Context: an optimization exercise on an open-source flow, tuned for small area. The choices shown serve that exercise and are no tape-out recipe. At most, simulation tests tie the RTL to the original design; equivalence was not proved. Power figures rest on the tool's default switching activity, not on a simulated workload.

==> inputs of v16 <==
==> flow/design.v (excerpt) <==
module adctest
(
	input         clk,
	input         reset,
	input         scandouble,
	input  [23:0] adc_value,
	input         range,
	output reg    ce_pix,
	output reg    HBlank,
	output reg    HSync,
	output reg    VBlank,
	output reg    VSync,
	output     [7:0] video_r,
	output     [7:0] video_g,
	output     [7:0] video_b
);
export LEC_CHECK = 0
export ABC_AREA = 1
export CAP_MARGIN = 20
export CORE_MARGIN = 2
export CORE_UTILIZATION = 70
export CTS_BUF_LIST = sky130_fd_sc_hd__clkbuf_8
export PLACE_DENSITY = 0.8
export SLEW_MARGIN = 20
create_clock -name core_clock -period 10.0 [get_ports {clk}]
standard.sh (not shown) runs the stock make flow with config.mk's settings and CLKGATE_MAP_FILE= SYNTH_SCRIPT=/design/flow/synth_recipe.tcl, a recipe that flattens the netlist after the stock synthesis.
==> flow/flow/run.sh <==
#!/bin/bash
# Own layout flow: the standard ORFS flow (standard.sh), unchanged except for
#  - the port buffers, which are the smallest buffer (buf_1) instead of the resizer's pick;
#  - clock tree synthesis without dummy loads, from clkbuf_4/clkbuf_8.
# Every tool's full output goes to own_flow.log in the work folder.
set -euo pipefail
W=$PWD
cp config.mk own_config.mk
cat >> own_config.mk <<'EOC'
export BUFFER_PORTS_ARGS = -buffer_cell sky130_fd_sc_hd__buf_1
export CTS_ARGS = -sink_clustering_enable -repair_clock_nets -dont_use_dummy_load -buf_list {sky130_fd_sc_hd__clkbuf_4 sky130_fd_sc_hd__clkbuf_8}
EOC
sed "s#DESIGN_CONFIG=[^ ]*#DESIGN_CONFIG=$W/own_config.mk#" standard.sh > own_standard.sh
bash own_standard.sh finish > own_flow.log 2>&1
==> v18 (differences from v16) <==
==> flow/config.mk (replaced) <==
export PLATFORM = sky130hd
export DESIGN_NAME = adctest
export DESIGN_NICKNAME = adctest
export VERILOG_FILES = /design/flow/design.v
export SDC_FILE = /design/flow/constraint.sdc
export NUM_CORES = 4
export LEC_CHECK = 0
export ABC_AREA = 1
export CAP_MARGIN = 20
export CORE_MARGIN = 2
export CORE_UTILIZATION = 45
export CTS_BUF_LIST = sky130_fd_sc_hd__clkbuf_8
export PLACE_DENSITY = 0.6
export SLEW_MARGIN = 20
==> v32 (differences from v16) <==
==> flow/design.v (replaced) <==
module adctest
(
	input         clk,
	input         reset,
	input         scandouble,
	input  [23:0] adc_value,
	input         range,
	output reg    ce_pix,
	output reg    HBlank,
	output reg    HSync,
	output reg    VBlank,
	output reg    VSync,
	output reg [7:0] video_r,
	output reg [7:0] video_g,
	output reg [7:0] video_b
);
function [12:0] add13(input [12:0] a, input [12:0] b);
	integer i;
	reg c;
	begin
		c = 1'b0;
		for (i = 0; i < 13; i = i + 1) begin
			add13[i] = a[i] ^ b[i] ^ c;
			c = (a[i] & b[i]) | (a[i] & c) | (b[i] & c);
		end
	end
endfunction
function [9:0] inc10(input [9:0] a);
	integer i;
	reg c;
	begin
		c = 1'b1;
		for (i = 0; i < 10; i = i + 1) begin
			inc10[i] = a[i] ^ c;
			c = a[i] & c;
		end
	end
endfunction
function ge12(input [11:0] a, input [11:0] b);
	integer i;
	reg br;
	begin
		br = 1'b0;
		for (i = 0; i < 12; i = i + 1)
			br = (~a[i] & b[i]) | (~a[i] & br) | (b[i] & br);
		ge12 = ~br;
	end
endfunction
reg  [9:0] hc;
reg  [9:0] vc;
wire hc_end = (hc == 10'd637);
wire samp   = ce_pix & hc_end;				 
wire vc_end = (vc == (scandouble ? 10'd523 : 10'd261));
reg  [9:0] avg_l;
reg  [9:0] avg_r;
reg  [9:0] s0_l, s1_l, s0_r, s1_r;
reg  [1:0] s0lo_l, s0lo_r;
reg  [4:0] ph;
reg        pend;			 
reg        act;				 
reg        snp;				 
reg [19:0] ring_l, ring_r;
reg        cy_l, cy_r;
wire ph_last = (ph == 5'd19);
wire snap_now = act & snp & (ph == 5'd0);
wire restart = (vc == 10'd6) | (vc == 10'd268);		 
wire [11:0] smp_l = {s0_l, s0lo_l};
wire [11:0] smp_r = {s0_r, s0lo_r};
wire sb_l = (ph < 5'd12) & smp_l[ph[3:0]];
wire sb_r = (ph < 5'd12) & smp_r[ph[3:0]];
wire ra_l = ring_l[0] & ~(act & restart);
wire ra_r = ring_r[0] & ~(act & restart);
always @(posedge clk) begin
	if (reset) ce_pix <= 1'b0;
	else ce_pix <= scandouble | ~ce_pix;
	if (reset) begin
		hc <= 10'd0;
		vc <= 10'd0;
		s0_l <= 10'd0;
		s1_l <= 10'd0;
		s0_r <= 10'd0;
		s1_r <= 10'd0;
	end
	else if (ce_pix) begin
		if (hc_end) begin
			hc <= 10'd0;
			if (vc_end) vc <= 10'd0;
			else vc <= inc10(vc);
			s0_l <= adc_value[11:2];
			s1_l <= s0_l;
			s0_r <= adc_value[23:14];
			s1_r <= s0_r;
		end
		else hc <= inc10(hc);
	end
	if (samp) begin
		s0lo_l <= adc_value[1:0];
		s0lo_r <= adc_value[13:12];
	end
	if (reset) begin
		ph <= 5'd0;
		pend <= 1'b0;
		act <= 1'b0;
		snp <= 1'b0;
		cy_l <= 1'b0;
		cy_r <= 1'b0;
		avg_l <= 10'd0;
		avg_r <= 10'd0;
	end
	else begin
		ph <= ph_last ? 5'd0 : ph + 5'd1;
		if (samp) begin
			pend <= 1'b1;
			snp <= vc_end;
		end
		else begin
			if (ph_last) pend <= 1'b0;
			if (snap_now) snp <= 1'b0;
		end
		if (ph_last) act <= pend;
		cy_l <= act & ((ra_l & sb_l) | (ra_l & cy_l) | (sb_l & cy_l));
		cy_r <= act & ((ra_r & sb_r) | (ra_r & cy_r) | (sb_r & cy_r));
		if (snap_now) begin
			avg_l <= ring_l[19:10];
			avg_r <= ring_r[19:10];
		end
	end
	ring_l <= {act ? (ra_l ^ sb_l ^ cy_l) : ring_l[0], ring_l[19:1]};
	ring_r <= {act ? (ra_r ^ sb_r ^ cy_r) : ring_r[0], ring_r[19:1]};
end
reg le_set;
reg le_aud;
always @(posedge clk) begin
	if (reset) begin
		le_set <= 1'b0;
		le_aud <= 1'b0;
	end
	else if (hc == 10'd2) begin
		le_set <= 1'b1;
		le_aud <= range;
	end
end
wire [12:0] pb   = range ? ({3'b000, hc} + 13'd759) : ({1'b0, hc, 2'b00} + 13'd391);
wire [12:0] xb_l = add13(pb, {3'b000, avg_l & {10{range}}});
wire [12:0] xb_r = add13(pb, {3'b000, avg_r & {10{range}}});
wire s_lt_l = ~ge12({2'b00, s0_l}, {2'b00, s1_l});
wire s_lt_r = ~ge12({2'b00, s0_r}, {2'b00, s1_r});
wire [9:0] mn_l = s_lt_l ? s0_l : s1_l;
wire [9:0] mx_l = s_lt_l ? s1_l : s0_l;
wire [9:0] mn_r = s_lt_r ? s0_r : s1_r;
wire [9:0] mx_r = s_lt_r ? s1_r : s0_r;
wire [9:0] mxo_l = mx_l | {8'd0, {2{~range}}};
wire [9:0] mxo_r = mx_r | {8'd0, {2{~range}}};
wire ge_l = ~xb_l[12] & ge12(xb_l[11:0], {2'b01, mn_l});
wire le_l =  ~xb_l[12] & ge12({2'b01, mxo_l}, xb_l[11:0]);
wire ge_r = ~xb_r[12] & ge12(xb_r[11:0], {2'b01, mn_r});
wire le_r =  ~xb_r[12] & ge12({2'b01, mxo_r}, xb_r[11:0]);
wire seg_ok   = range ? (hc >= 10'd106 && hc <= 10'd424) : (hc <= 10'd367);
wire seg_hi   = range ? (hc == 10'd424) : (hc == 10'd367);
wire seg_lo   = range & (hc == 10'd106);
wire draw_l = seg_ok & (seg_hi | ge_l) & (seg_lo | le_l);
wire draw_r = seg_ok & (seg_hi | ge_r) & (seg_lo | le_r);
wire [9:0] y = hc - 10'd159;
wire mark_l = (y == {2'b00, avg_l[9:2]});
wire mark_r = (y == {2'b00, avg_r[9:2]});
wire [8:0] left_edge = le_set ? (le_aud ? 9'd106 : 9'd159) : 9'd0;
wire [8:0] limit     = le_set ? (le_aud ? 9'd318 : 9'd208) : 9'd0;
always @(posedge clk) begin
	if (reset) begin
		HBlank <= 0;
		HSync <= 0;
		VBlank <= 0;
		VSync <= 0;
		video_r <= 0;
		video_g <= 0;
		video_b <= 0;
	end
	else begin
	HBlank <= (hc >= 10'd529);
	HSync  <= (hc >= 10'd544) && (hc < 10'd590);
	if (hc == 544) begin
		if(vc == (scandouble ? 490 : 245)) VSync <= 1;
			else if (vc == (scandouble ? 496 : 248)) VSync <= 0;
		if(vc == (scandouble ? 480 : 240)) VBlank <= 1;
			else if (vc == 0) VBlank <= 0;
	end
	video_r <= 0;
	video_g <= 0;
	video_b <= 0;
	if (range == 0) begin
		if ((hc == 222) || (hc == 285) || (hc == 348)) begin
			video_r <= 8'h00;
			video_g <= 8'h3F;
			video_b <= 8'h00;
		end
		if (vc[1]) begin
			if ((hc == 190) || (hc == 253) || (hc == 316)) begin
				video_r <= 8'h00;
				video_g <= 8'h1F;
				video_b <= 8'h00;
			end
		end
		if (mark_l) begin
			video_r <= 8'h4F;
			video_g <= 8'h4F;
			video_b <= 8'h4F;
		end
		if (mark_r) begin
			video_r <= 8'h7F;
			video_g <= 8'h00;
			video_b <= 8'h00;
		end
	end
	else begin
		if (vc[1] && (hc == left_edge + (limit >> 1))) begin
			video_r <= 8'h00;
			video_g <= 8'h3F;
			video_b <= 8'h00;
		end
		if ((hc >= 106 && hc <= 152) || (hc >= 378 && hc <= 424)) begin
			video_r <= 8'h1F;
			video_g <= 8'h00;
			video_b <= 8'h00;
		end
	end
	if (draw_l) begin
		video_r <= 8'hBF;
		video_g <= 8'hBF;
		video_b <= 8'hBF;
	end
	if (draw_r) begin
		video_r <= 8'hFF;
		video_g <= 8'h00;
		video_b <= 8'h00;
	end
	if ((hc == left_edge) || (hc == left_edge + limit)) begin
		video_r <= 8'hFF;
		video_g <= 8'hFF;
		video_b <= 8'h00;
	end
	end
end
endmodule
==> flow/run.sh (new file) <==
#!/bin/bash
# synth_recipe.tcl (not shown) runs the flow's synth.tcl, then flattens the netlist and writes it again
# the make line also repeats each setting of config.mk as NAME=value (left out here)
make -C /OpenROAD-flow-scripts/flow DESIGN_CONFIG=/design/flow/config.mk WORK_HOME=/design/flow/orfs CLKGATE_MAP_FILE= SYNTH_SCRIPT=/design/flow/synth_recipe.tcl finish
==> flow/config.mk (replaced) <==
export PLATFORM = sky130hd
export DESIGN_NAME = adctest
export DESIGN_NICKNAME = adctest
export VERILOG_FILES = /design/flow/design.v
export SDC_FILE = /design/flow/constraint.sdc
export NUM_CORES = 4
export LEC_CHECK = 0
export ABC_AREA = 1
export CAP_MARGIN = 20
export CORE_MARGIN = 2
export CORE_UTILIZATION = 45
export PLACE_DENSITY = 0.6
export SLEW_MARGIN = 20
removed: flow/flow/run.sh
removed: flow/standard.sh
==> summary of the runs <==
v18 finished clean. v32 completed with no timing, DRC or antenna violations. v16 ran to the end with no violations. Worst setup slack: v32 < v16 < v18. The lowest first-iteration DRC count belongs to v18, the highest to v16. Non-clock buffer count: v32 > v18 > v16. Of v32 and v18, v32 has the higher design area (gap 18%, measured against v18). Power: v32 > v18 > v16. The highest hold slack belongs to v18, the lowest to v32. Clock power: v16 < v18 < v32. Combinational power is about the same in v18 and v16.
The RTL of v32 was laid out without a check of its function.

-- what the ideal ports hide --
In the flow no input, the clock included, has a driving cell. The finished layouts below were timed again as built, in two steps. Step 1, drivers: a clkbuf_16 drives clk and a buf_2 each remaining input, both assumed. Step 2 adds t to the input delays and takes it off the output delays; t is the mean of the earliest and latest rising clock arrival at the registers after step 1. Input paths then give back, and output paths get back, about the clock's delay inside the block. Three values: no drivers, after step 1, after step 2; two values: the first two.
run | shift t [ns] | slack for setup (ns) | clock arrival spread, ns | slew at the worst register clock pin (ns) | pins driven straight from the clock port
v16 | 0.475 | 2.961 / 2.976 / 2.501 | 0.035 / 0.036 | 0.09 / 0.09 | 1
v18 | 0.488 | 3.150 / 3.162 / 2.675 | 0.045 / 0.045 | 0.10 / 0.10 | 1
v32 | 0.465 | 2.139 / 2.154 / 1.689 | 0.013 / 0.013 | 0.07 / 0.07 | 1
After both steps every run listed still meets setup and hold. For v18, which loses most, drivers alone change the setup slack by +0.012 ns; drivers and shift together by -0.475 ns.
